From an optimization exercise on the open Yosys and OpenROAD flow, aimed at small area, a short achievable clock period and few clock cycles per item; shortcuts taken in it are not production practice.
For this run, only the layout was checked, not whether the RTL still works.

**flow/config.mk**
```make
export PLATFORM = sky130hd
export DESIGN_NAME = sigmoid_unit
export DESIGN_NICKNAME = sigmoid_unit
export VERILOG_FILES = /design/flow/design.v
export SDC_FILE = /design/flow/constraint.sdc
export NUM_CORES = 4
export LEC_CHECK = 0
export ABC_AREA = 1
export CAP_MARGIN = 20
export CORE_MARGIN = 2
export CORE_UTILIZATION = 40
export SLEW_MARGIN = 20
```
**flow/constraint.sdc**
```tcl
create_clock -name core_clock -period 62.0 [get_ports {clk}]
set_input_delay 12.4000 -clock core_clock [delete_from_list [all_inputs] [get_ports {clk}]]
set_output_delay 12.4000 -clock core_clock [all_outputs]
set_load 0.01 [all_outputs]
```
**flow/design.v**
```verilog
module sigmoid_unit (
    input  wire               clk,
    input  wire               rst,
    input  wire               in_valid,
    input  wire signed [15:0] net_in,
    output wire               out_valid,
    output wire signed [31:0] f_net,
    output wire signed [31:0] x,
    output wire signed [31:0] y,
    output wire signed [31:0] z
);
reg [14:0] nx_q;
reg        s_q;
reg        v0;
always @(posedge clk) begin
    nx_q  <= net_in[14:0] ^ {15{net_in[15]}};
    s_q   <= net_in[15];
    v0    <= in_valid & ~rst;
end
wire        s0 = s_q;
wire [15:0] nx0 = {1'b0, nx_q};
wire [15:0] d0 = (nx0 + {15'd0, s0} + 16'd1000);
wire [10:0] tk9 = ~11'd1953;    
wire [10:0] df9;
wire        ge9;
pfxi_row_h3_r11_11_11 row9 (.t(tk9), .d(d0[10:0]), .hz(~|d0[15:11]), .ge(ge9), .r(df9));
wire [10:0] tr9 = df9;
wire [11:0] tk8 = {tr9, 1'b1};
wire [11:0] df8;
wire        ge8;
pfxi_row_h3_r12_12_12 row8 (.t(tk8), .d(d0[11:0]), .hz(~|d0[15:12]), .ge(ge8), .r(df8));
wire [11:0] tr8 = df8;
wire [12:0] tk7 = {tr8, 1'b1};
wire [12:0] df7;
wire        ge7;
pfxi_row_h3_r13_13_13 row7 (.t(tk7), .d(d0[12:0]), .hz(~|d0[15:13]), .ge(ge7), .r(df7));
wire [12:0] tr7 = df7;
wire [13:0] tk6 = {tr7, 1'b1};
wire [13:0] df6;
wire        ge6;
pfxi_row_h3_r14_14_14 row6 (.t(tk6), .d(d0[13:0]), .hz(~|d0[15:14]), .ge(ge6), .r(df6));
wire [13:0] tr6 = df6;
wire [14:0] tk5 = {tr6, 1'b0};
wire [14:0] df5;
wire        ge5;
pfxi_row_h3_r15_15_15 row5 (.t(tk5), .d(d0[14:0]), .hz(~|d0[15:15]), .ge(ge5), .r(df5));
wire [14:0] tr5 = df5;
reg [15:0] d1;
reg        s1;
reg        v1;
reg [14:0] t1;
reg        q9_1;
reg        q8_1;
reg        q7_1;
reg        q6_1;
reg        q5_1;
always @(posedge clk) begin
    d1 <= d0;
    s1 <= s0;
    v1 <= v0 & ~rst;
    t1 <= tr5;
    q9_1 <= ge9;
    q8_1 <= ge8;
    q7_1 <= ge7;
    q6_1 <= ge6;
    q5_1 <= ge5;
end
wire [15:0] tk4 = {t1, 1'b0};
wire [14:0] df4;
wire        ge4;
pfxi_row_bk_r15_16_16 row4 (.t(tk4), .d(d1[15:0]), .hz(1'b1), .ge(ge4), .r(df4));
wire [14:0] tr4 = df4;
wire [15:0] tk3 = {tr4, 1'b0};
wire [14:0] df3;
wire        ge3;
pfxi_row_bk_r15_16_16 row3 (.t(tk3), .d(d1[15:0]), .hz(1'b1), .ge(ge3), .r(df3));
wire [14:0] tr3 = df3;
wire [15:0] tk2 = {tr3, 1'b0};
wire [14:0] df2;
wire        ge2;
pfxi_row_bk_r15_16_16 row2 (.t(tk2), .d(d1[15:0]), .hz(1'b1), .ge(ge2), .r(df2));
wire [14:0] tr2 = df2;
wire [15:0] tk1 = {tr2, 1'b0};
wire [15:0] df1;
wire        ge1;
pfxi_row_bk_r16_16_16 row1 (.t(tk1), .d(d1[15:0]), .hz(1'b1), .ge(ge1), .r(df1));
wire [15:0] tr1 = df1;
wire [16:0] tk0 = {tr1, 1'b0};
wire [15:0] df0;
wire        ge0;
pfxi_row_bk_r16_17_16 row0 (.t(tk0), .d(d1[15:0]), .hz(1'b1), .ge(ge0), .r(df0));
wire [8:0]  qh = {q9_1, q8_1, q7_1, q6_1, q5_1, ge4, ge3, ge2, ge1};
wire        q0 = ge0;
wire [6:0]  qa   = {q9_1, q8_1, q7_1, q6_1, q5_1, ge4, ge3};
wire [2:0]  ql   = {ge2, ge1, ge0};
wire [6:0]  a124 = 7'd124 - qa;
wire [7:0]  n124 = {1'b0, qa} - 8'd124;
wire [7:0]  n125 = {1'b0, qa} - 8'd125;
wire [7:0]  a249 = 8'd249 - {1'b0, qa};
wire [6:0]  qa1  = qa + 7'd1;
wire [2:0]  ql1  = ql + 3'd1;
wire        c7   = &ql;
wire [9:0]  yv   = s1 ? (c7 ? {n124[6:0], 3'b000} : {n125[6:0], ql1}) : {a124, ~ql};
wire [9:0]  zv   = s1 ? (c7 ? {1'b0, qa1, 2'b00} : {1'b0, qa, ql1[2:1]}) : {a249, ~ql[2:1]};
wire        yneg0 = s1 & (d1 >= 16'd1002);
wire        yneg1 = s1 & (d1 != 16'd1001);
wire        yneg2 = s1 & ((|d1[15:10]) | (d1[9:0] >= 10'd1002));
wire        yneg3 = s1 & (d1[15:1] != 15'd500);
wire [15:0] nn;
wire [16:0] nn_p, nn_g;
assign nn_g[0] = 1'b0; assign nn_p[0] = 1'b0;
assign nn_p[1] = (d1[0] ^ s1) ^ (s1); assign nn_g[1] = (d1[0] ^ s1) & (s1);
assign nn_p[2] = (d1[1] ^ s1) ^ (1'b0); assign nn_g[2] = (d1[1] ^ s1) & (1'b0);
assign nn_p[3] = (d1[2] ^ s1) ^ (1'b0); assign nn_g[3] = (d1[2] ^ s1) & (1'b0);
assign nn_p[4] = (d1[3] ^ s1) ^ (1'b1); assign nn_g[4] = (d1[3] ^ s1) & (1'b1);
assign nn_p[5] = (d1[4] ^ s1) ^ (~s1); assign nn_g[5] = (d1[4] ^ s1) & (~s1);
assign nn_p[6] = (d1[5] ^ s1) ^ (s1); assign nn_g[6] = (d1[5] ^ s1) & (s1);
assign nn_p[7] = (d1[6] ^ s1) ^ (s1); assign nn_g[7] = (d1[6] ^ s1) & (s1);
assign nn_p[8] = (d1[7] ^ s1) ^ (s1); assign nn_g[8] = (d1[7] ^ s1) & (s1);
assign nn_p[9] = (d1[8] ^ s1) ^ (s1); assign nn_g[9] = (d1[8] ^ s1) & (s1);
assign nn_p[10] = (d1[9] ^ s1) ^ (s1); assign nn_g[10] = (d1[9] ^ s1) & (s1);
assign nn_p[11] = (d1[10] ^ s1) ^ (~s1); assign nn_g[11] = (d1[10] ^ s1) & (~s1);
assign nn_p[12] = (d1[11] ^ s1) ^ (~s1); assign nn_g[12] = (d1[11] ^ s1) & (~s1);
assign nn_p[13] = (d1[12] ^ s1) ^ (~s1); assign nn_g[13] = (d1[12] ^ s1) & (~s1);
assign nn_p[14] = (d1[13] ^ s1) ^ (~s1); assign nn_g[14] = (d1[13] ^ s1) & (~s1);
assign nn_p[15] = (d1[14] ^ s1) ^ (~s1); assign nn_g[15] = (d1[14] ^ s1) & (~s1);
assign nn_p[16] = (d1[15] ^ s1) ^ (~s1); assign nn_g[16] = (d1[15] ^ s1) & (~s1);
wire nn_g0_1 = nn_g[1] | (nn_p[1] & nn_g[0]);
wire nn_p0_1 = nn_p[1] & nn_p[0];
wire nn_g1_2 = nn_g[2] | (nn_p[2] & nn_g0_1);
wire nn_p1_2 = nn_p[2] & nn_p0_1;
wire nn_g2_3 = nn_g[3] | (nn_p[3] & nn_g1_2);
wire nn_p2_3 = nn_p[3] & nn_p1_2;
wire nn_g3_4 = nn_g[4] | (nn_p[4] & nn_g2_3);
wire nn_p3_4 = nn_p[4] & nn_p2_3;
wire nn_g4_5 = nn_g[5] | (nn_p[5] & nn_g3_4);
wire nn_p4_5 = nn_p[5] & nn_p3_4;
wire nn_g5_6 = nn_g[6] | (nn_p[6] & nn_g4_5);
wire nn_p5_6 = nn_p[6] & nn_p4_5;
wire nn_g6_7 = nn_g[7] | (nn_p[7] & nn_g5_6);
wire nn_p6_7 = nn_p[7] & nn_p5_6;
wire nn_g7_8 = nn_g[8] | (nn_p[8] & nn_g6_7);
wire nn_p7_8 = nn_p[8] & nn_p6_7;
wire nn_g8_9 = nn_g[9] | (nn_p[9] & nn_g7_8);
wire nn_p8_9 = nn_p[9] & nn_p7_8;
wire nn_g9_10 = nn_g[10] | (nn_p[10] & nn_g8_9);
wire nn_p9_10 = nn_p[10] & nn_p8_9;
wire nn_g10_11 = nn_g[11] | (nn_p[11] & nn_g9_10);
wire nn_p10_11 = nn_p[11] & nn_p9_10;
wire nn_g11_12 = nn_g[12] | (nn_p[12] & nn_g10_11);
wire nn_p11_12 = nn_p[12] & nn_p10_11;
wire nn_g12_13 = nn_g[13] | (nn_p[13] & nn_g11_12);
wire nn_p12_13 = nn_p[13] & nn_p11_12;
wire nn_g13_14 = nn_g[14] | (nn_p[14] & nn_g12_13);
wire nn_p13_14 = nn_p[14] & nn_p12_13;
wire nn_g14_15 = nn_g[15] | (nn_p[15] & nn_g13_14);
wire nn_p14_15 = nn_p[15] & nn_p13_14;
wire nn_g15_16 = nn_g[16] | (nn_p[16] & nn_g14_15);
wire nn_p15_16 = nn_p[16] & nn_p14_15;
assign nn[0] = nn_p[1] ^ nn_g[0];
assign nn[1] = nn_p[2] ^ nn_g0_1;
assign nn[2] = nn_p[3] ^ nn_g1_2;
assign nn[3] = nn_p[4] ^ nn_g2_3;
assign nn[4] = nn_p[5] ^ nn_g3_4;
assign nn[5] = nn_p[6] ^ nn_g4_5;
assign nn[6] = nn_p[7] ^ nn_g5_6;
assign nn[7] = nn_p[8] ^ nn_g6_7;
assign nn[8] = nn_p[9] ^ nn_g7_8;
assign nn[9] = nn_p[10] ^ nn_g8_9;
assign nn[10] = nn_p[11] ^ nn_g9_10;
assign nn[11] = nn_p[12] ^ nn_g10_11;
assign nn[12] = nn_p[13] ^ nn_g11_12;
assign nn[13] = nn_p[14] ^ nn_g12_13;
assign nn[14] = nn_p[15] ^ nn_g13_14;
assign nn[15] = nn_p[16] ^ nn_g14_15;
wire [21:0] n22  = {{6{s1}}, nn};
wire [21:0] x1;
wire [22:0] x1_p, x1_g;
assign x1_g[0] = 1'b0; assign x1_p[0] = 1'b0;
assign x1_p[1] = (n22[0]) ^ (1'b0); assign x1_g[1] = (n22[0]) & (1'b0);
assign x1_p[2] = (n22[1]) ^ (1'b0); assign x1_g[2] = (n22[1]) & (1'b0);
assign x1_p[3] = (n22[2]) ^ (1'b0); assign x1_g[3] = (n22[2]) & (1'b0);
assign x1_p[4] = (n22[3]) ^ (1'b0); assign x1_g[4] = (n22[3]) & (1'b0);
assign x1_p[5] = (n22[4]) ^ (1'b0); assign x1_g[5] = (n22[4]) & (1'b0);
assign x1_p[6] = (n22[5]) ^ (1'b0); assign x1_g[6] = (n22[5]) & (1'b0);
assign x1_p[7] = (n22[6]) ^ (1'b0); assign x1_g[7] = (n22[6]) & (1'b0);
assign x1_p[8] = (n22[7]) ^ (n22[0]); assign x1_g[8] = (n22[7]) & (n22[0]);
assign x1_p[9] = (n22[8]) ^ (n22[1]); assign x1_g[9] = (n22[8]) & (n22[1]);
assign x1_p[10] = (n22[9]) ^ (n22[2]); assign x1_g[10] = (n22[9]) & (n22[2]);
assign x1_p[11] = (n22[10]) ^ (n22[3]); assign x1_g[11] = (n22[10]) & (n22[3]);
assign x1_p[12] = (n22[11]) ^ (n22[4]); assign x1_g[12] = (n22[11]) & (n22[4]);
assign x1_p[13] = (n22[12]) ^ (n22[5]); assign x1_g[13] = (n22[12]) & (n22[5]);
assign x1_p[14] = (n22[13]) ^ (n22[6]); assign x1_g[14] = (n22[13]) & (n22[6]);
assign x1_p[15] = (n22[14]) ^ (n22[7]); assign x1_g[15] = (n22[14]) & (n22[7]);
assign x1_p[16] = (n22[15]) ^ (n22[8]); assign x1_g[16] = (n22[15]) & (n22[8]);
assign x1_p[17] = (n22[16]) ^ (n22[9]); assign x1_g[17] = (n22[16]) & (n22[9]);
assign x1_p[18] = (n22[17]) ^ (n22[10]); assign x1_g[18] = (n22[17]) & (n22[10]);
assign x1_p[19] = (n22[18]) ^ (n22[11]); assign x1_g[19] = (n22[18]) & (n22[11]);
assign x1_p[20] = (n22[19]) ^ (n22[12]); assign x1_g[20] = (n22[19]) & (n22[12]);
assign x1_p[21] = (n22[20]) ^ (n22[13]); assign x1_g[21] = (n22[20]) & (n22[13]);
assign x1_p[22] = (n22[21]) ^ (n22[14]); assign x1_g[22] = (n22[21]) & (n22[14]);
wire x1_g0_1 = x1_g[1] | (x1_p[1] & x1_g[0]);
wire x1_p0_1 = x1_p[1] & x1_p[0];
wire x1_g1_2 = x1_g[2] | (x1_p[2] & x1_g0_1);
wire x1_p1_2 = x1_p[2] & x1_p0_1;
wire x1_g2_3 = x1_g[3] | (x1_p[3] & x1_g1_2);
wire x1_p2_3 = x1_p[3] & x1_p1_2;
wire x1_g3_4 = x1_g[4] | (x1_p[4] & x1_g2_3);
wire x1_p3_4 = x1_p[4] & x1_p2_3;
wire x1_g4_5 = x1_g[5] | (x1_p[5] & x1_g3_4);
wire x1_p4_5 = x1_p[5] & x1_p3_4;
wire x1_g5_6 = x1_g[6] | (x1_p[6] & x1_g4_5);
wire x1_p5_6 = x1_p[6] & x1_p4_5;
wire x1_g6_7 = x1_g[7] | (x1_p[7] & x1_g5_6);
wire x1_p6_7 = x1_p[7] & x1_p5_6;
wire x1_g7_8 = x1_g[8] | (x1_p[8] & x1_g6_7);
wire x1_p7_8 = x1_p[8] & x1_p6_7;
wire x1_g8_9 = x1_g[9] | (x1_p[9] & x1_g7_8);
wire x1_p8_9 = x1_p[9] & x1_p7_8;
wire x1_g9_10 = x1_g[10] | (x1_p[10] & x1_g8_9);
wire x1_p9_10 = x1_p[10] & x1_p8_9;
wire x1_g10_11 = x1_g[11] | (x1_p[11] & x1_g9_10);
wire x1_p10_11 = x1_p[11] & x1_p9_10;
wire x1_g11_12 = x1_g[12] | (x1_p[12] & x1_g10_11);
wire x1_p11_12 = x1_p[12] & x1_p10_11;
wire x1_g12_13 = x1_g[13] | (x1_p[13] & x1_g11_12);
wire x1_p12_13 = x1_p[13] & x1_p11_12;
wire x1_g13_14 = x1_g[14] | (x1_p[14] & x1_g12_13);
wire x1_p13_14 = x1_p[14] & x1_p12_13;
wire x1_g14_15 = x1_g[15] | (x1_p[15] & x1_g13_14);
wire x1_p14_15 = x1_p[15] & x1_p13_14;
wire x1_g15_16 = x1_g[16] | (x1_p[16] & x1_g14_15);
wire x1_p15_16 = x1_p[16] & x1_p14_15;
wire x1_g16_17 = x1_g[17] | (x1_p[17] & x1_g15_16);
wire x1_p16_17 = x1_p[17] & x1_p15_16;
wire x1_g17_18 = x1_g[18] | (x1_p[18] & x1_g16_17);
wire x1_p17_18 = x1_p[18] & x1_p16_17;
wire x1_g18_19 = x1_g[19] | (x1_p[19] & x1_g17_18);
wire x1_p18_19 = x1_p[19] & x1_p17_18;
wire x1_g19_20 = x1_g[20] | (x1_p[20] & x1_g18_19);
wire x1_p19_20 = x1_p[20] & x1_p18_19;
wire x1_g20_21 = x1_g[21] | (x1_p[21] & x1_g19_20);
wire x1_p20_21 = x1_p[21] & x1_p19_20;
wire x1_g21_22 = x1_g[22] | (x1_p[22] & x1_g20_21);
wire x1_p21_22 = x1_p[22] & x1_p20_21;
assign x1[0] = x1_p[1] ^ x1_g[0];
assign x1[1] = x1_p[2] ^ x1_g0_1;
assign x1[2] = x1_p[3] ^ x1_g1_2;
assign x1[3] = x1_p[4] ^ x1_g2_3;
assign x1[4] = x1_p[5] ^ x1_g3_4;
assign x1[5] = x1_p[6] ^ x1_g4_5;
assign x1[6] = x1_p[7] ^ x1_g5_6;
assign x1[7] = x1_p[8] ^ x1_g6_7;
assign x1[8] = x1_p[9] ^ x1_g7_8;
assign x1[9] = x1_p[10] ^ x1_g8_9;
assign x1[10] = x1_p[11] ^ x1_g9_10;
assign x1[11] = x1_p[12] ^ x1_g10_11;
assign x1[12] = x1_p[13] ^ x1_g11_12;
assign x1[13] = x1_p[14] ^ x1_g12_13;
assign x1[14] = x1_p[15] ^ x1_g13_14;
assign x1[15] = x1_p[16] ^ x1_g14_15;
assign x1[16] = x1_p[17] ^ x1_g15_16;
assign x1[17] = x1_p[18] ^ x1_g16_17;
assign x1[18] = x1_p[19] ^ x1_g17_18;
assign x1[19] = x1_p[20] ^ x1_g18_19;
assign x1[20] = x1_p[21] ^ x1_g19_20;
assign x1[21] = x1_p[22] ^ x1_g20_21;
wire [21:0] xx;
wire [22:0] xx_p, xx_g;
assign xx_g[0] = 1'b1; assign xx_p[0] = 1'b0;
assign xx_p[1] = (x1[0]) ^ (1'b1); assign xx_g[1] = (x1[0]) & (1'b1);
assign xx_p[2] = (x1[1]) ^ (1'b1); assign xx_g[2] = (x1[1]) & (1'b1);
assign xx_p[3] = (x1[2]) ^ (~n22[0]); assign xx_g[3] = (x1[2]) & (~n22[0]);
assign xx_p[4] = (x1[3]) ^ (~n22[1]); assign xx_g[4] = (x1[3]) & (~n22[1]);
assign xx_p[5] = (x1[4]) ^ (~n22[2]); assign xx_g[5] = (x1[4]) & (~n22[2]);
assign xx_p[6] = (x1[5]) ^ (~n22[3]); assign xx_g[6] = (x1[5]) & (~n22[3]);
assign xx_p[7] = (x1[6]) ^ (~n22[4]); assign xx_g[7] = (x1[6]) & (~n22[4]);
assign xx_p[8] = (x1[7]) ^ (~n22[5]); assign xx_g[8] = (x1[7]) & (~n22[5]);
assign xx_p[9] = (x1[8]) ^ (~n22[6]); assign xx_g[9] = (x1[8]) & (~n22[6]);
assign xx_p[10] = (x1[9]) ^ (~n22[7]); assign xx_g[10] = (x1[9]) & (~n22[7]);
assign xx_p[11] = (x1[10]) ^ (~n22[8]); assign xx_g[11] = (x1[10]) & (~n22[8]);
assign xx_p[12] = (x1[11]) ^ (~n22[9]); assign xx_g[12] = (x1[11]) & (~n22[9]);
assign xx_p[13] = (x1[12]) ^ (~n22[10]); assign xx_g[13] = (x1[12]) & (~n22[10]);
assign xx_p[14] = (x1[13]) ^ (~n22[11]); assign xx_g[14] = (x1[13]) & (~n22[11]);
assign xx_p[15] = (x1[14]) ^ (~n22[12]); assign xx_g[15] = (x1[14]) & (~n22[12]);
assign xx_p[16] = (x1[15]) ^ (~n22[13]); assign xx_g[16] = (x1[15]) & (~n22[13]);
assign xx_p[17] = (x1[16]) ^ (~n22[14]); assign xx_g[17] = (x1[16]) & (~n22[14]);
assign xx_p[18] = (x1[17]) ^ (~n22[15]); assign xx_g[18] = (x1[17]) & (~n22[15]);
assign xx_p[19] = (x1[18]) ^ (~n22[16]); assign xx_g[19] = (x1[18]) & (~n22[16]);
assign xx_p[20] = (x1[19]) ^ (~n22[17]); assign xx_g[20] = (x1[19]) & (~n22[17]);
assign xx_p[21] = (x1[20]) ^ (~n22[18]); assign xx_g[21] = (x1[20]) & (~n22[18]);
assign xx_p[22] = (x1[21]) ^ (~n22[19]); assign xx_g[22] = (x1[21]) & (~n22[19]);
wire xx_g0_1 = xx_g[1] | (xx_p[1] & xx_g[0]);
wire xx_p0_1 = xx_p[1] & xx_p[0];
wire xx_g1_2 = xx_g[2] | (xx_p[2] & xx_g0_1);
wire xx_p1_2 = xx_p[2] & xx_p0_1;
wire xx_g2_3 = xx_g[3] | (xx_p[3] & xx_g1_2);
wire xx_p2_3 = xx_p[3] & xx_p1_2;
wire xx_g3_4 = xx_g[4] | (xx_p[4] & xx_g2_3);
wire xx_p3_4 = xx_p[4] & xx_p2_3;
wire xx_g4_5 = xx_g[5] | (xx_p[5] & xx_g3_4);
wire xx_p4_5 = xx_p[5] & xx_p3_4;
wire xx_g5_6 = xx_g[6] | (xx_p[6] & xx_g4_5);
wire xx_p5_6 = xx_p[6] & xx_p4_5;
wire xx_g6_7 = xx_g[7] | (xx_p[7] & xx_g5_6);
wire xx_p6_7 = xx_p[7] & xx_p5_6;
wire xx_g7_8 = xx_g[8] | (xx_p[8] & xx_g6_7);
wire xx_p7_8 = xx_p[8] & xx_p6_7;
wire xx_g8_9 = xx_g[9] | (xx_p[9] & xx_g7_8);
wire xx_p8_9 = xx_p[9] & xx_p7_8;
wire xx_g9_10 = xx_g[10] | (xx_p[10] & xx_g8_9);
wire xx_p9_10 = xx_p[10] & xx_p8_9;
wire xx_g10_11 = xx_g[11] | (xx_p[11] & xx_g9_10);
wire xx_p10_11 = xx_p[11] & xx_p9_10;
wire xx_g11_12 = xx_g[12] | (xx_p[12] & xx_g10_11);
wire xx_p11_12 = xx_p[12] & xx_p10_11;
wire xx_g12_13 = xx_g[13] | (xx_p[13] & xx_g11_12);
wire xx_p12_13 = xx_p[13] & xx_p11_12;
wire xx_g13_14 = xx_g[14] | (xx_p[14] & xx_g12_13);
wire xx_p13_14 = xx_p[14] & xx_p12_13;
wire xx_g14_15 = xx_g[15] | (xx_p[15] & xx_g13_14);
wire xx_p14_15 = xx_p[15] & xx_p13_14;
wire xx_g15_16 = xx_g[16] | (xx_p[16] & xx_g14_15);
wire xx_p15_16 = xx_p[16] & xx_p14_15;
wire xx_g16_17 = xx_g[17] | (xx_p[17] & xx_g15_16);
wire xx_p16_17 = xx_p[17] & xx_p15_16;
wire xx_g17_18 = xx_g[18] | (xx_p[18] & xx_g16_17);
wire xx_p17_18 = xx_p[18] & xx_p16_17;
wire xx_g18_19 = xx_g[19] | (xx_p[19] & xx_g17_18);
wire xx_p18_19 = xx_p[19] & xx_p17_18;
wire xx_g19_20 = xx_g[20] | (xx_p[20] & xx_g18_19);
wire xx_p19_20 = xx_p[20] & xx_p18_19;
wire xx_g20_21 = xx_g[21] | (xx_p[21] & xx_g19_20);
wire xx_p20_21 = xx_p[21] & xx_p19_20;
wire xx_g21_22 = xx_g[22] | (xx_p[22] & xx_g20_21);
wire xx_p21_22 = xx_p[22] & xx_p20_21;
assign xx[0] = xx_p[1] ^ xx_g[0];
assign xx[1] = xx_p[2] ^ xx_g0_1;
assign xx[2] = xx_p[3] ^ xx_g1_2;
assign xx[3] = xx_p[4] ^ xx_g2_3;
assign xx[4] = xx_p[5] ^ xx_g3_4;
assign xx[5] = xx_p[6] ^ xx_g4_5;
assign xx[6] = xx_p[7] ^ xx_g5_6;
assign xx[7] = xx_p[8] ^ xx_g6_7;
assign xx[8] = xx_p[9] ^ xx_g7_8;
assign xx[9] = xx_p[10] ^ xx_g8_9;
assign xx[10] = xx_p[11] ^ xx_g9_10;
assign xx[11] = xx_p[12] ^ xx_g10_11;
assign xx[12] = xx_p[13] ^ xx_g11_12;
assign xx[13] = xx_p[14] ^ xx_g12_13;
assign xx[14] = xx_p[15] ^ xx_g13_14;
assign xx[15] = xx_p[16] ^ xx_g14_15;
assign xx[16] = xx_p[17] ^ xx_g15_16;
assign xx[17] = xx_p[18] ^ xx_g16_17;
assign xx[18] = xx_p[19] ^ xx_g17_18;
assign xx[19] = xx_p[20] ^ xx_g18_19;
assign xx[20] = xx_p[21] ^ xx_g19_20;
assign xx[21] = xx_p[22] ^ xx_g20_21;
reg        vo;
reg [1:0] xs;
reg [3:0] ys;
reg [21:0] xr;
reg [9:0]  yr;
reg [9:0]  zr;
always @(posedge clk) begin
    vo <= v1 & ~rst;
    xs[0] <= s1;
    xs[1] <= s1 & (d1 != 16'd1000);
    ys[0] <= yneg0;
    ys[1] <= yneg1;
    ys[2] <= yneg2;
    ys[3] <= yneg3;
    xr <= xx;
    yr <= yv;
    zr <= zv;
end
assign out_valid = vo;
assign x     = {xs[0], xs[0], xs[0], xs[0], xs[1], xs[1], xs[1], xr, 3'b000};
assign y     = {ys[0], ys[0], ys[0], ys[0], ys[0], ys[0], ys[1], ys[1], ys[1], ys[1], ys[1], ys[2], ys[2], ys[2], ys[2], ys[2], ys[2], ys[3], ys[3], ys[3], ys[3], ys[3], yr};
assign z     = {21'd0, zr, yr[0]};
assign f_net = {22'd0, zr};
endmodule
module pfxi_row_h3_r11_11_11 (
    input  wire [10:0] t,
    input  wire [10:0] d,
    input  wire        hz,
    output wire        ge,
    output wire [10:0] r
);
wire [10:0] dd = d;
wire [10:0] p = t ^ dd;    
wire [10:0] g = t & dd;    
wire g0_1 = g[1] | (p[1] & g[0]);
wire p0_1 = p[1] & p[0];
wire g0_4 = g[4] | (p[4] & g[3]);
wire p0_4 = p[4] & p[3];
wire g0_7 = g[7] | (p[7] & g[6]);
wire p0_7 = p[7] & p[6];
wire g0_10 = g[10] | (p[10] & g[9]);
wire p0_10 = p[10] & p[9];
wire g1_2 = g[2] | (p[2] & g0_1);
wire p1_2 = p[2] & p0_1;
wire g1_5 = g[5] | (p[5] & g0_4);
wire p1_5 = p[5] & p0_4;
wire g1_8 = g[8] | (p[8] & g0_7);
wire p1_8 = p[8] & p0_7;
wire g2_5 = g1_5 | (p1_5 & g1_2);
wire p2_5 = p1_5 & p1_2;
wire g3_8 = g1_8 | (p1_8 & g2_5);
wire p3_8 = p1_8 & p2_5;
wire g4_3 = g[3] | (p[3] & g1_2);
wire p4_3 = p[3] & p1_2;
wire g4_4 = g0_4 | (p0_4 & g1_2);
wire p4_4 = p0_4 & p1_2;
wire g4_6 = g[6] | (p[6] & g2_5);
wire p4_6 = p[6] & p2_5;
wire g4_7 = g0_7 | (p0_7 & g2_5);
wire p4_7 = p0_7 & p2_5;
wire g4_9 = g[9] | (p[9] & g3_8);
wire p4_9 = p[9] & p3_8;
wire g4_10 = g0_10 | (p0_10 & g3_8);
wire p4_10 = p0_10 & p3_8;
wire [10:0] bi = {g4_9, g3_8, g4_7, g4_6, g2_5, g4_4, g4_3, g1_2, g0_1, g[0], 1'b0};
assign ge = hz & ~g4_10;
wire [10:0] dn = p ^ bi;    
assign r  = ge ? dn[10:0] : t[10:0];
endmodule
module pfxi_row_h3_r12_12_12 (
    input  wire [11:0] t,
    input  wire [11:0] d,
    input  wire        hz,
    output wire        ge,
    output wire [11:0] r
);
wire [11:0] dd = d;
wire [11:0] p = t ^ dd;    
wire [11:0] g = t & dd;    
wire g0_1 = g[1] | (p[1] & g[0]);
wire p0_1 = p[1] & p[0];
wire g0_4 = g[4] | (p[4] & g[3]);
wire p0_4 = p[4] & p[3];
wire g0_7 = g[7] | (p[7] & g[6]);
wire p0_7 = p[7] & p[6];
wire g0_10 = g[10] | (p[10] & g[9]);
wire p0_10 = p[10] & p[9];
wire g1_2 = g[2] | (p[2] & g0_1);
wire p1_2 = p[2] & p0_1;
wire g1_5 = g[5] | (p[5] & g0_4);
wire p1_5 = p[5] & p0_4;
wire g1_8 = g[8] | (p[8] & g0_7);
wire p1_8 = p[8] & p0_7;
wire g1_11 = g[11] | (p[11] & g0_10);
wire p1_11 = p[11] & p0_10;
wire g2_5 = g1_5 | (p1_5 & g1_2);
wire p2_5 = p1_5 & p1_2;
wire g2_11 = g1_11 | (p1_11 & g1_8);
wire p2_11 = p1_11 & p1_8;
wire g3_8 = g1_8 | (p1_8 & g2_5);
wire p3_8 = p1_8 & p2_5;
wire g3_11 = g2_11 | (p2_11 & g2_5);
wire p3_11 = p2_11 & p2_5;
wire g4_3 = g[3] | (p[3] & g1_2);
wire p4_3 = p[3] & p1_2;
wire g4_4 = g0_4 | (p0_4 & g1_2);
wire p4_4 = p0_4 & p1_2;
wire g4_6 = g[6] | (p[6] & g2_5);
wire p4_6 = p[6] & p2_5;
wire g4_7 = g0_7 | (p0_7 & g2_5);
wire p4_7 = p0_7 & p2_5;
wire g4_9 = g[9] | (p[9] & g3_8);
wire p4_9 = p[9] & p3_8;
wire g4_10 = g0_10 | (p0_10 & g3_8);
wire p4_10 = p0_10 & p3_8;
wire [11:0] bi = {g4_10, g4_9, g3_8, g4_7, g4_6, g2_5, g4_4, g4_3, g1_2, g0_1, g[0], 1'b0};
assign ge = hz & ~g3_11;
wire [11:0] dn = p ^ bi;    
assign r  = ge ? dn[11:0] : t[11:0];
endmodule
module pfxi_row_h3_r13_13_13 (
    input  wire [12:0] t,
    input  wire [12:0] d,
    input  wire        hz,
    output wire        ge,
    output wire [12:0] r
);
wire [12:0] dd = d;
wire [12:0] p = t ^ dd;    
wire [12:0] g = t & dd;    
wire g0_1 = g[1] | (p[1] & g[0]);
wire p0_1 = p[1] & p[0];
wire g0_4 = g[4] | (p[4] & g[3]);
wire p0_4 = p[4] & p[3];
wire g0_7 = g[7] | (p[7] & g[6]);
wire p0_7 = p[7] & p[6];
wire g0_10 = g[10] | (p[10] & g[9]);
wire p0_10 = p[10] & p[9];
wire g1_2 = g[2] | (p[2] & g0_1);
wire p1_2 = p[2] & p0_1;
wire g1_5 = g[5] | (p[5] & g0_4);
wire p1_5 = p[5] & p0_4;
wire g1_8 = g[8] | (p[8] & g0_7);
wire p1_8 = p[8] & p0_7;
wire g1_11 = g[11] | (p[11] & g0_10);
wire p1_11 = p[11] & p0_10;
wire g2_5 = g1_5 | (p1_5 & g1_2);
wire p2_5 = p1_5 & p1_2;
wire g2_11 = g1_11 | (p1_11 & g1_8);
wire p2_11 = p1_11 & p1_8;
wire g3_8 = g1_8 | (p1_8 & g2_5);
wire p3_8 = p1_8 & p2_5;
wire g3_11 = g2_11 | (p2_11 & g2_5);
wire p3_11 = p2_11 & p2_5;
wire g4_3 = g[3] | (p[3] & g1_2);
wire p4_3 = p[3] & p1_2;
wire g4_4 = g0_4 | (p0_4 & g1_2);
wire p4_4 = p0_4 & p1_2;
wire g4_6 = g[6] | (p[6] & g2_5);
wire p4_6 = p[6] & p2_5;
wire g4_7 = g0_7 | (p0_7 & g2_5);
wire p4_7 = p0_7 & p2_5;
wire g4_9 = g[9] | (p[9] & g3_8);
wire p4_9 = p[9] & p3_8;
wire g4_10 = g0_10 | (p0_10 & g3_8);
wire p4_10 = p0_10 & p3_8;
wire g4_12 = g[12] | (p[12] & g3_11);
wire p4_12 = p[12] & p3_11;
wire [12:0] bi = {g3_11, g4_10, g4_9, g3_8, g4_7, g4_6, g2_5, g4_4, g4_3, g1_2, g0_1, g[0], 1'b0};
assign ge = hz & ~g4_12;
wire [12:0] dn = p ^ bi;    
assign r  = ge ? dn[12:0] : t[12:0];
endmodule
module pfxi_row_h3_r14_14_14 (
    input  wire [13:0] t,
    input  wire [13:0] d,
    input  wire        hz,
    output wire        ge,
    output wire [13:0] r
);
wire [13:0] dd = d;
wire [13:0] p = t ^ dd;    
wire [13:0] g = t & dd;    
wire g0_1 = g[1] | (p[1] & g[0]);
wire p0_1 = p[1] & p[0];
wire g0_4 = g[4] | (p[4] & g[3]);
wire p0_4 = p[4] & p[3];
wire g0_7 = g[7] | (p[7] & g[6]);
wire p0_7 = p[7] & p[6];
wire g0_10 = g[10] | (p[10] & g[9]);
wire p0_10 = p[10] & p[9];
wire g0_13 = g[13] | (p[13] & g[12]);
wire p0_13 = p[13] & p[12];
wire g1_2 = g[2] | (p[2] & g0_1);
wire p1_2 = p[2] & p0_1;
wire g1_5 = g[5] | (p[5] & g0_4);
wire p1_5 = p[5] & p0_4;
wire g1_8 = g[8] | (p[8] & g0_7);
wire p1_8 = p[8] & p0_7;
wire g1_11 = g[11] | (p[11] & g0_10);
wire p1_11 = p[11] & p0_10;
wire g2_5 = g1_5 | (p1_5 & g1_2);
wire p2_5 = p1_5 & p1_2;
wire g2_11 = g1_11 | (p1_11 & g1_8);
wire p2_11 = p1_11 & p1_8;
wire g3_8 = g1_8 | (p1_8 & g2_5);
wire p3_8 = p1_8 & p2_5;
wire g3_11 = g2_11 | (p2_11 & g2_5);
wire p3_11 = p2_11 & p2_5;
wire g4_3 = g[3] | (p[3] & g1_2);
wire p4_3 = p[3] & p1_2;
wire g4_4 = g0_4 | (p0_4 & g1_2);
wire p4_4 = p0_4 & p1_2;
wire g4_6 = g[6] | (p[6] & g2_5);
wire p4_6 = p[6] & p2_5;
wire g4_7 = g0_7 | (p0_7 & g2_5);
wire p4_7 = p0_7 & p2_5;
wire g4_9 = g[9] | (p[9] & g3_8);
wire p4_9 = p[9] & p3_8;
wire g4_10 = g0_10 | (p0_10 & g3_8);
wire p4_10 = p0_10 & p3_8;
wire g4_12 = g[12] | (p[12] & g3_11);
wire p4_12 = p[12] & p3_11;
wire g4_13 = g0_13 | (p0_13 & g3_11);
wire p4_13 = p0_13 & p3_11;
wire [13:0] bi = {g4_12, g3_11, g4_10, g4_9, g3_8, g4_7, g4_6, g2_5, g4_4, g4_3, g1_2, g0_1, g[0], 1'b0};
assign ge = hz & ~g4_13;
wire [13:0] dn = p ^ bi;    
assign r  = ge ? dn[13:0] : t[13:0];
endmodule
module pfxi_row_h3_r15_15_15 (
    input  wire [14:0] t,
    input  wire [14:0] d,
    input  wire        hz,
    output wire        ge,
    output wire [14:0] r
);
wire [14:0] dd = d;
wire [14:0] p = t ^ dd;    
wire [14:0] g = t & dd;    
wire g0_1 = g[1] | (p[1] & g[0]);
wire p0_1 = p[1] & p[0];
wire g0_4 = g[4] | (p[4] & g[3]);
wire p0_4 = p[4] & p[3];
wire g0_7 = g[7] | (p[7] & g[6]);
wire p0_7 = p[7] & p[6];
wire g0_10 = g[10] | (p[10] & g[9]);
wire p0_10 = p[10] & p[9];
wire g0_13 = g[13] | (p[13] & g[12]);
wire p0_13 = p[13] & p[12];
wire g1_2 = g[2] | (p[2] & g0_1);
wire p1_2 = p[2] & p0_1;
wire g1_5 = g[5] | (p[5] & g0_4);
wire p1_5 = p[5] & p0_4;
wire g1_8 = g[8] | (p[8] & g0_7);
wire p1_8 = p[8] & p0_7;
wire g1_11 = g[11] | (p[11] & g0_10);
wire p1_11 = p[11] & p0_10;
wire g1_14 = g[14] | (p[14] & g0_13);
wire p1_14 = p[14] & p0_13;
wire g2_5 = g1_5 | (p1_5 & g1_2);
wire p2_5 = p1_5 & p1_2;
wire g2_11 = g1_11 | (p1_11 & g1_8);
wire p2_11 = p1_11 & p1_8;
wire g3_8 = g1_8 | (p1_8 & g2_5);
wire p3_8 = p1_8 & p2_5;
wire g3_11 = g2_11 | (p2_11 & g2_5);
wire p3_11 = p2_11 & p2_5;
wire g4_14 = g1_14 | (p1_14 & g3_11);
wire p4_14 = p1_14 & p3_11;
wire g5_3 = g[3] | (p[3] & g1_2);
wire p5_3 = p[3] & p1_2;
wire g5_4 = g0_4 | (p0_4 & g1_2);
wire p5_4 = p0_4 & p1_2;
wire g5_6 = g[6] | (p[6] & g2_5);
wire p5_6 = p[6] & p2_5;
wire g5_7 = g0_7 | (p0_7 & g2_5);
wire p5_7 = p0_7 & p2_5;
wire g5_9 = g[9] | (p[9] & g3_8);
wire p5_9 = p[9] & p3_8;
wire g5_10 = g0_10 | (p0_10 & g3_8);
wire p5_10 = p0_10 & p3_8;
wire g5_12 = g[12] | (p[12] & g3_11);
wire p5_12 = p[12] & p3_11;
wire g5_13 = g0_13 | (p0_13 & g3_11);
wire p5_13 = p0_13 & p3_11;
wire [14:0] bi = {g5_13, g5_12, g3_11, g5_10, g5_9, g3_8, g5_7, g5_6, g2_5, g5_4, g5_3, g1_2, g0_1, g[0], 1'b0};
assign ge = hz & ~g4_14;
wire [14:0] dn = p ^ bi;    
assign r  = ge ? dn[14:0] : t[14:0];
endmodule
module pfxi_row_bk_r15_16_16 (
    input  wire [15:0] t,
    input  wire [15:0] d,
    input  wire        hz,
    output wire        ge,
    output wire [14:0] r
);
wire [15:0] dd = d;
wire [15:0] p = t ^ dd;    
wire [15:0] g = t & dd;    
wire g0_1 = g[1] | (p[1] & g[0]);
wire p0_1 = p[1] & p[0];
wire g0_3 = g[3] | (p[3] & g[2]);
wire p0_3 = p[3] & p[2];
wire g0_5 = g[5] | (p[5] & g[4]);
wire p0_5 = p[5] & p[4];
wire g0_7 = g[7] | (p[7] & g[6]);
wire p0_7 = p[7] & p[6];
wire g0_9 = g[9] | (p[9] & g[8]);
wire p0_9 = p[9] & p[8];
wire g0_11 = g[11] | (p[11] & g[10]);
wire p0_11 = p[11] & p[10];
wire g0_13 = g[13] | (p[13] & g[12]);
wire p0_13 = p[13] & p[12];
wire g0_15 = g[15] | (p[15] & g[14]);
wire p0_15 = p[15] & p[14];
wire g1_3 = g0_3 | (p0_3 & g0_1);
wire p1_3 = p0_3 & p0_1;
wire g1_7 = g0_7 | (p0_7 & g0_5);
wire p1_7 = p0_7 & p0_5;
wire g1_11 = g0_11 | (p0_11 & g0_9);
wire p1_11 = p0_11 & p0_9;
wire g1_15 = g0_15 | (p0_15 & g0_13);
wire p1_15 = p0_15 & p0_13;
wire g2_7 = g1_7 | (p1_7 & g1_3);
wire p2_7 = p1_7 & p1_3;
wire g2_15 = g1_15 | (p1_15 & g1_11);
wire p2_15 = p1_15 & p1_11;
wire g3_15 = g2_15 | (p2_15 & g2_7);
wire p3_15 = p2_15 & p2_7;
wire g4_11 = g1_11 | (p1_11 & g2_7);
wire p4_11 = p1_11 & p2_7;
wire g5_5 = g0_5 | (p0_5 & g1_3);
wire p5_5 = p0_5 & p1_3;
wire g5_9 = g0_9 | (p0_9 & g2_7);
wire p5_9 = p0_9 & p2_7;
wire g5_13 = g0_13 | (p0_13 & g4_11);
wire p5_13 = p0_13 & p4_11;
wire g6_2 = g[2] | (p[2] & g0_1);
wire p6_2 = p[2] & p0_1;
wire g6_4 = g[4] | (p[4] & g1_3);
wire p6_4 = p[4] & p1_3;
wire g6_6 = g[6] | (p[6] & g5_5);
wire p6_6 = p[6] & p5_5;
wire g6_8 = g[8] | (p[8] & g2_7);
wire p6_8 = p[8] & p2_7;
wire g6_10 = g[10] | (p[10] & g5_9);
wire p6_10 = p[10] & p5_9;
wire g6_12 = g[12] | (p[12] & g4_11);
wire p6_12 = p[12] & p4_11;
wire g6_14 = g[14] | (p[14] & g5_13);
wire p6_14 = p[14] & p5_13;
wire [15:0] bi = {g6_14, g5_13, g6_12, g4_11, g6_10, g5_9, g6_8, g2_7, g6_6, g5_5, g6_4, g1_3, g6_2, g0_1, g[0], 1'b0};
assign ge = hz & ~g3_15;
wire [15:0] dn = p ^ bi;    
assign r  = ge ? dn[14:0] : t[14:0];
endmodule
module pfxi_row_bk_r16_16_16 (
    input  wire [15:0] t,
    input  wire [15:0] d,
    input  wire        hz,
    output wire        ge,
    output wire [15:0] r
);
wire [15:0] dd = d;
wire [15:0] p = t ^ dd;    
wire [15:0] g = t & dd;    
wire g0_1 = g[1] | (p[1] & g[0]);
wire p0_1 = p[1] & p[0];
wire g0_3 = g[3] | (p[3] & g[2]);
wire p0_3 = p[3] & p[2];
wire g0_5 = g[5] | (p[5] & g[4]);
wire p0_5 = p[5] & p[4];
wire g0_7 = g[7] | (p[7] & g[6]);
wire p0_7 = p[7] & p[6];
wire g0_9 = g[9] | (p[9] & g[8]);
wire p0_9 = p[9] & p[8];
wire g0_11 = g[11] | (p[11] & g[10]);
wire p0_11 = p[11] & p[10];
wire g0_13 = g[13] | (p[13] & g[12]);
wire p0_13 = p[13] & p[12];
wire g0_15 = g[15] | (p[15] & g[14]);
wire p0_15 = p[15] & p[14];
wire g1_3 = g0_3 | (p0_3 & g0_1);
wire p1_3 = p0_3 & p0_1;
wire g1_7 = g0_7 | (p0_7 & g0_5);
wire p1_7 = p0_7 & p0_5;
wire g1_11 = g0_11 | (p0_11 & g0_9);
wire p1_11 = p0_11 & p0_9;
wire g1_15 = g0_15 | (p0_15 & g0_13);
wire p1_15 = p0_15 & p0_13;
wire g2_7 = g1_7 | (p1_7 & g1_3);
wire p2_7 = p1_7 & p1_3;
wire g2_15 = g1_15 | (p1_15 & g1_11);
wire p2_15 = p1_15 & p1_11;
wire g3_15 = g2_15 | (p2_15 & g2_7);
wire p3_15 = p2_15 & p2_7;
wire g4_11 = g1_11 | (p1_11 & g2_7);
wire p4_11 = p1_11 & p2_7;
wire g5_5 = g0_5 | (p0_5 & g1_3);
wire p5_5 = p0_5 & p1_3;
wire g5_9 = g0_9 | (p0_9 & g2_7);
wire p5_9 = p0_9 & p2_7;
wire g5_13 = g0_13 | (p0_13 & g4_11);
wire p5_13 = p0_13 & p4_11;
wire g6_2 = g[2] | (p[2] & g0_1);
wire p6_2 = p[2] & p0_1;
wire g6_4 = g[4] | (p[4] & g1_3);
wire p6_4 = p[4] & p1_3;
wire g6_6 = g[6] | (p[6] & g5_5);
wire p6_6 = p[6] & p5_5;
wire g6_8 = g[8] | (p[8] & g2_7);
wire p6_8 = p[8] & p2_7;
wire g6_10 = g[10] | (p[10] & g5_9);
wire p6_10 = p[10] & p5_9;
wire g6_12 = g[12] | (p[12] & g4_11);
wire p6_12 = p[12] & p4_11;
wire g6_14 = g[14] | (p[14] & g5_13);
wire p6_14 = p[14] & p5_13;
wire [15:0] bi = {g6_14, g5_13, g6_12, g4_11, g6_10, g5_9, g6_8, g2_7, g6_6, g5_5, g6_4, g1_3, g6_2, g0_1, g[0], 1'b0};
assign ge = hz & ~g3_15;
wire [15:0] dn = p ^ bi;    
assign r  = ge ? dn[15:0] : t[15:0];
endmodule
module pfxi_row_bk_r16_17_16 (
    input  wire [16:0] t,
    input  wire [15:0] d,
    input  wire        hz,
    output wire        ge,
    output wire [15:0] r
);
wire [16:0] dd = {1'd0, d};
wire [16:0] p = t ^ dd;    
wire [16:0] g = t & dd;    
wire g0_1 = g[1] | (p[1] & g[0]);
wire p0_1 = p[1] & p[0];
wire g0_3 = g[3] | (p[3] & g[2]);
wire p0_3 = p[3] & p[2];
wire g0_5 = g[5] | (p[5] & g[4]);
wire p0_5 = p[5] & p[4];
wire g0_7 = g[7] | (p[7] & g[6]);
wire p0_7 = p[7] & p[6];
wire g0_9 = g[9] | (p[9] & g[8]);
wire p0_9 = p[9] & p[8];
wire g0_11 = g[11] | (p[11] & g[10]);
wire p0_11 = p[11] & p[10];
wire g0_13 = g[13] | (p[13] & g[12]);
wire p0_13 = p[13] & p[12];
wire g0_15 = g[15] | (p[15] & g[14]);
wire p0_15 = p[15] & p[14];
wire g1_3 = g0_3 | (p0_3 & g0_1);
wire p1_3 = p0_3 & p0_1;
wire g1_7 = g0_7 | (p0_7 & g0_5);
wire p1_7 = p0_7 & p0_5;
wire g1_11 = g0_11 | (p0_11 & g0_9);
wire p1_11 = p0_11 & p0_9;
wire g1_15 = g0_15 | (p0_15 & g0_13);
wire p1_15 = p0_15 & p0_13;
wire g2_7 = g1_7 | (p1_7 & g1_3);
wire p2_7 = p1_7 & p1_3;
wire g2_15 = g1_15 | (p1_15 & g1_11);
wire p2_15 = p1_15 & p1_11;
wire g3_15 = g2_15 | (p2_15 & g2_7);
wire p3_15 = p2_15 & p2_7;
wire g4_11 = g1_11 | (p1_11 & g2_7);
wire p4_11 = p1_11 & p2_7;
wire g5_5 = g0_5 | (p0_5 & g1_3);
wire p5_5 = p0_5 & p1_3;
wire g5_9 = g0_9 | (p0_9 & g2_7);
wire p5_9 = p0_9 & p2_7;
wire g5_13 = g0_13 | (p0_13 & g4_11);
wire p5_13 = p0_13 & p4_11;
wire g6_2 = g[2] | (p[2] & g0_1);
wire p6_2 = p[2] & p0_1;
wire g6_4 = g[4] | (p[4] & g1_3);
wire p6_4 = p[4] & p1_3;
wire g6_6 = g[6] | (p[6] & g5_5);
wire p6_6 = p[6] & p5_5;
wire g6_8 = g[8] | (p[8] & g2_7);
wire p6_8 = p[8] & p2_7;
wire g6_10 = g[10] | (p[10] & g5_9);
wire p6_10 = p[10] & p5_9;
wire g6_12 = g[12] | (p[12] & g4_11);
wire p6_12 = p[12] & p4_11;
wire g6_14 = g[14] | (p[14] & g5_13);
wire p6_14 = p[14] & p5_13;
wire g6_16 = g[16] | (p[16] & g3_15);
wire p6_16 = p[16] & p3_15;
wire [16:0] bi = {g3_15, g6_14, g5_13, g6_12, g4_11, g6_10, g5_9, g6_8, g2_7, g6_6, g5_5, g6_4, g1_3, g6_2, g0_1, g[0], 1'b0};
assign ge = hz & ~g6_16;
wire [16:0] dn = p ^ bi;    
assign r  = ge ? dn[15:0] : t[15:0];
endmodule
```
**flow/standard.sh**
```bash
#!/bin/bash
# synth_recipe.tcl (not shown) runs the flow's synth.tcl, then flattens the netlist and writes it again
# the make line also repeats each setting of config.mk as NAME=value (left out here)
make -C /OpenROAD-flow-scripts/flow DESIGN_CONFIG=/design/flow/config.mk WORK_HOME=/design/flow/orfs CLKGATE_MAP_FILE= SYNTH_SCRIPT=/design/flow/synth_recipe.tcl "${@:-finish}"
```
**flow/flow/run.sh**
```bash
#!/bin/bash
set -euo pipefail
export BUFFER_PORTS_ARGS="-buffer_cell sky130_fd_sc_hd__buf_1"
# one tie cell drives all constant outputs
export SKIP_REPAIR_TIE_FANOUT=1
# stronger flip-flops where one drives several output buffers
export POST_GLOBAL_PLACE_TCL=$PWD/flow/upsize_out_ff.tcl UPSIZE_FF4_MIN=4 UPSIZE_FF2_MIN=2
bash standard.sh > standard.log 2>&1
```
**flow/flow/upsize_out_ff.tcl**
```tcl
# Give the flip-flops that drive several output-port buffers (the copies of
# the sign bits, and the z bits that also drive f_net) a stronger drive.
set block [ord::get_db_block]
set n_up 0
foreach inst [$block getInsts] {
  if {[[$inst getMaster] getName] ne "sky130_fd_sc_hd__dfxtp_1"} { continue }
  set q [$inst findITerm Q]
  set net [$q getNet]
  if {$net eq "NULL"} { continue }
  set nout 0
  foreach it [$net getITerms] {
    if {[string match "output*" [[$it getInst] getName]]} { incr nout }
  }
  if {$nout >= $::env(UPSIZE_FF4_MIN)} {
    replace_cell [$inst getName] sky130_fd_sc_hd__dfxtp_4
    incr n_up
  } elseif {$nout >= $::env(UPSIZE_FF2_MIN)} {
    replace_cell [$inst getName] sky130_fd_sc_hd__dfxtp_2
    incr n_up
  }
}
puts "upsize_out_ff: resized $n_up flip-flops"
```
==> run summary <==
layer usage:
layer	track usage (%)	vias up	wire [um]
li1	-	4459	-
met1	19.4	3861	9920
met2	30.5	106	11100
met3	1.95	19	604
met4	4.24	0	403
met5	0	-	0
area by class of cell:
cell class,instances,area share (%)
clock buffer,10,2.09
multi-input combinational,1016,66.1
inverter,186,6.10
tap,341,3.73
sequential,102,18.1
clock inverter,6,0.426
timing repair buffer,103,3.44
Yosys cell counts (3+ instances only):
cell type	n	area share, %
sky130_fd_sc_hd__buf_2	5	0.23
sky130_fd_sc_hd__or2_2	5	0.28
sky130_fd_sc_hd__o21ai_0	83	3.8
sky130_fd_sc_hd__a21o_1	8	0.54
sky130_fd_sc_hd__o21ai_2	13	1.0
sky130_fd_sc_hd__buf_1	3	0.10
sky130_fd_sc_hd__dfxtp_1	102	18
sky130_fd_sc_hd__a31oi_1	13	0.74
sky130_fd_sc_hd__xor2_1	67	5.3
sky130_fd_sc_hd__clkinv_1	3	0.10
sky130_fd_sc_hd__ha_1	136	15
sky130_fd_sc_hd__nor2_1	54	1.8
sky130_fd_sc_hd__o21ai_1	18	0.82
sky130_fd_sc_hd__nor2_4	3	0.31
sky130_fd_sc_hd__inv_1	174	5.9
sky130_fd_sc_hd__a211oi_1	5	0.34
sky130_fd_sc_hd__nand2_2	21	1.2
sky130_fd_sc_hd__clkbuf_1	16	0.54
sky130_fd_sc_hd__nand3_1	52	2.4
sky130_fd_sc_hd__o21a_1	6	0.41
sky130_fd_sc_hd__nand3_2	4	0.36
sky130_fd_sc_hd__and3_1	3	0.17
sky130_fd_sc_hd__fa_1	78	14
sky130_fd_sc_hd__inv_2	9	0.31
sky130_fd_sc_hd__buf_4	82	5.6
sky130_fd_sc_hd__nand4_1	12	0.68
sky130_fd_sc_hd__nor3_1	9	0.41
sky130_fd_sc_hd__xnor2_1	35	2.8
sky130_fd_sc_hd__a21oi_1	49	2.2
sky130_fd_sc_hd__nor2_2	4	0.23
sky130_fd_sc_hd__nand2_1	309	11
flip-flops by register name, indices dropped and copies added, names as in the netlist:
register  cells
d1           16
q7_1          1
vo            1
s1            1
t1           15
q5_1          1
v1            1
zr            8
nx_q         15
xs            2
xr           22
v0            1
q9_1          1
q8_1          1
s_q           1
q6_1          1
ys            4
yr           10
worst max path at each step:
stage               start        to  slack [ps]  depth (start not counted)
6_report            ys[0]     y[29]       48720                          1
5_1_grt             d1[6]     zr[2]       47690                         55
3_5_place_dp   net_in[15]   nx_q[9]       48520                          2
4_1_cts             xs[0]     x[28]       48690                          1
2_1_floorplan  net_in[15]  nx_q[10]       48640                          3
3_3_place_gp   net_in[15]   nx_q[5]       48570                          2
through the flow:
step,cells,hold WS [ps],util (%),worst slack [ps]
after floorplan,1412,337,-,48640
after global placement,1748,338,41.2,48570
after detailed placement,1748,339,41.3,48520
after CTS,1764,349,42.4,48690
after global routing,1764,361,42.4,47690
final,1764,348,42.4,48720
cell families after synthesis:
kind of cell,Yosys count,synth area share (%)
AND/OR/NAND/NOR,487,19.4
flip-flops,102,18.5
AO/OA/AOI/OAI,210,11.1
buffers and inverters,294,13.0
adder cells (fa/ha/maj),214,29.6
XOR/XNOR,104,8.44
other,1,0.0340
cells in the final DEF (no fill, tap or decap), drive strengths merged, types with 3 or more instances in the layout:
| cell type | n |
|---|---|
| nand2 | 332 |
| inv | 187 |
| ha | 136 |
| o21ai | 114 |
| buf | 103 |
| dfxtp | 102 |
| fa | 78 |
| xor2 | 68 |
| nor2 | 62 |
| nand3 | 58 |
| a21oi | 49 |
| xnor2 | 35 |
| a31oi | 13 |
| nand4 | 12 |
| clkbuf | 10 |
| nor3 | 9 |
| a21o | 8 |
| or2 | 7 |
| o21a | 6 |
| a211oi | 6 |
| clkinv | 5 |
| and3 | 3 |
==> metrics.log <==
[metrics] worst-skew pair later-pin latency: around 360 ps
[metrics] capturing element type of the critical path: output pin
[metrics] required time of the worst setup path: 49600 ps
[metrics] Total Neg Setup Slack: 0 ps
[metrics] count of flip-flops with a built-in enable after synthesis: 0
[metrics] initial antenna violation count: 0
[metrics] die outline width: 170 um
[metrics] number of diodes: 0
[metrics] Final Cycle Share: 21.4%
[metrics] fillers: roughly 2800
[metrics] Std-Cell Core Area: roughly 27000 um^2
[metrics] CP peak stage delay: roughly 370 ps
[metrics] die height: between 150 and 200 um
[metrics] transition time at the pin with the least slew margin: around 1000 ps
[metrics] average wire per cell in the routed design: 12.5 um
[metrics] Area after DPL: 11200 um^2
[metrics] setup skew after layout: between 15 and 20 ps
[metrics] Max Cap Violations: 0
[metrics] crit path time final: between 10000 and 15000 ps
[metrics] final std cell area, no fill: 11400 um^2
[metrics] CTS tree: yes
[metrics] type of the worst min-delay path: flip-flop to flip-flop
[metrics] number of ports placed on the die boundary: 148
[metrics] critical hold path startpoint: s_q
[metrics] drt first-iter violations: about 330
[metrics] storage element area: 2080 um^2
[metrics] TritonRoute pass-1 iters: 4
[metrics] post-detailed-route via-to-cell ratio: 4.79
[metrics] Crit-path slowest cell: sky130_fd_sc_hd__dfxtp_4
[metrics] destination of the worst hold path: s1
[metrics] Port-buffer cells: between 100 and 150
[metrics] endpoint of the most critical register-to-register path: zr[2]
[metrics] final number of max-transition violations: 0
[metrics] RSZ-0062 raised after global routing: no
[metrics] async set or reset register ratio after synthesis: 0%
[metrics] mean area per synthesized cell: about 8 um^2
[metrics] Max Clk Rate: between 70 and 80 MHz
[metrics] CP top delay family: flip-flops
[metrics] multi-input gate area in the final layout: 7560 um^2
[metrics] clock buffer count from CTS: 9
[metrics] number of hold violations in the final report: 0
[metrics] worst reg-to-reg setup slack: roughly 50000 ps
[metrics] largest net degree at the start of global routing: 47
[metrics] final-stage net count: 1651
[metrics] Netlist Area Pre-Place: between 10000 and 15000 um^2
[metrics] Layout Area Growth over Synthesis: 3.71%
[metrics] worst setup path category: flip-flop to output pin
[metrics] arrival time reported for the critical path endpoint: approximately 880 ps
[metrics] CTS H-tree depth: 3
[metrics] number of synthesized register bits: 102
[metrics] post-synthesis cell count: approximately 1400
[metrics] Clock Root Buffer: sky130_fd_sc_hd__clkbuf_16
[metrics] post-CTS clock slew at the launch and capture registers of the worst setup and hold paths: ~80 ps
[metrics] worst path cell trace: buf_1
[metrics] total wire length after detailed routing: ~22 mm
[metrics] total grt overflow: 0
[metrics] crit path launch type: flip-flop
[metrics] sum of net half-perimeters after detailed placement: roughly 19 mm
[metrics] buffers inserted by post-CTS timing repair: 0
[metrics] outcome: no timing/DRC/antenna violations
[metrics] Worst Hold Path Cells: 0
[metrics] Worst Path Max Fanout: 6
[metrics] Starting Density: around 41%
[metrics] buffer levels on the longest clock path: 2
[metrics] CTS sink count: 102
[metrics] Worst R2R Start: d1[6]
[metrics] register area share after synthesis: 18.5%
[metrics] number of global-route vias before repair: between 8000 and 9000
[metrics] total via count in the routed design: around 8400
[metrics] standard-cell row count: 60
[metrics] Syn Nets: between 1500 and 2000
[metrics] number of warnings printed during yosys synthesis: 1
[metrics] relative slew slack: approximately 33%
[metrics] post-route ant nets: 0
[metrics] DRC Markers: 0
[metrics] first-pass GRT wire length: slightly below 40 mm
[metrics] combined global-route utilization of all metal layers: 16.2%
[metrics] die footprint: 28900 um^2
[metrics] layout cell share with drive strength beyond 1: 7.38%
[metrics] number of library cell types mapped by synthesis: 54
[metrics] most common flop cell mapped by yosys: sky130_fd_sc_hd__dfxtp_1
[metrics] buffers and inverters on the worst path: 1
[metrics] number of setup violations in the final report: 0
[metrics] logic depth of the worst register-to-register path: 55
[metrics] number of gates resized after CTS: 0
[metrics] number of buffers inserted by hold repair at cts: 0

## static timing again, ports no longer ideal
How much do the figures lean on ideal ports? The routed layout below was timed once more, with nothing changed but the port constraints.
Step 1 assumes that a clkbuf_16 drives the clock port and a buf_2 every other input.
Step 2 moves the port delays by t, midway between the first and last clock arrival at a register: inputs arrive t later, outputs are due t later. That takes back most of the time a late clock gives input paths.
Three values: no drivers, after step 1, after step 2; two values: the first two.
shift t [ns]: 0.386
setup WS [ns]: 48.715 / 48.678 / 48.553
worst hold slack (ns): 0.348 / 0.348 / 0.348
worst setup path at the end: input to register
pins driven straight from the clock port: 1
After both steps this run still meets setup and hold. The setup slack of this run moves by -0.037 ns with the drivers and by -0.162 ns with both steps.
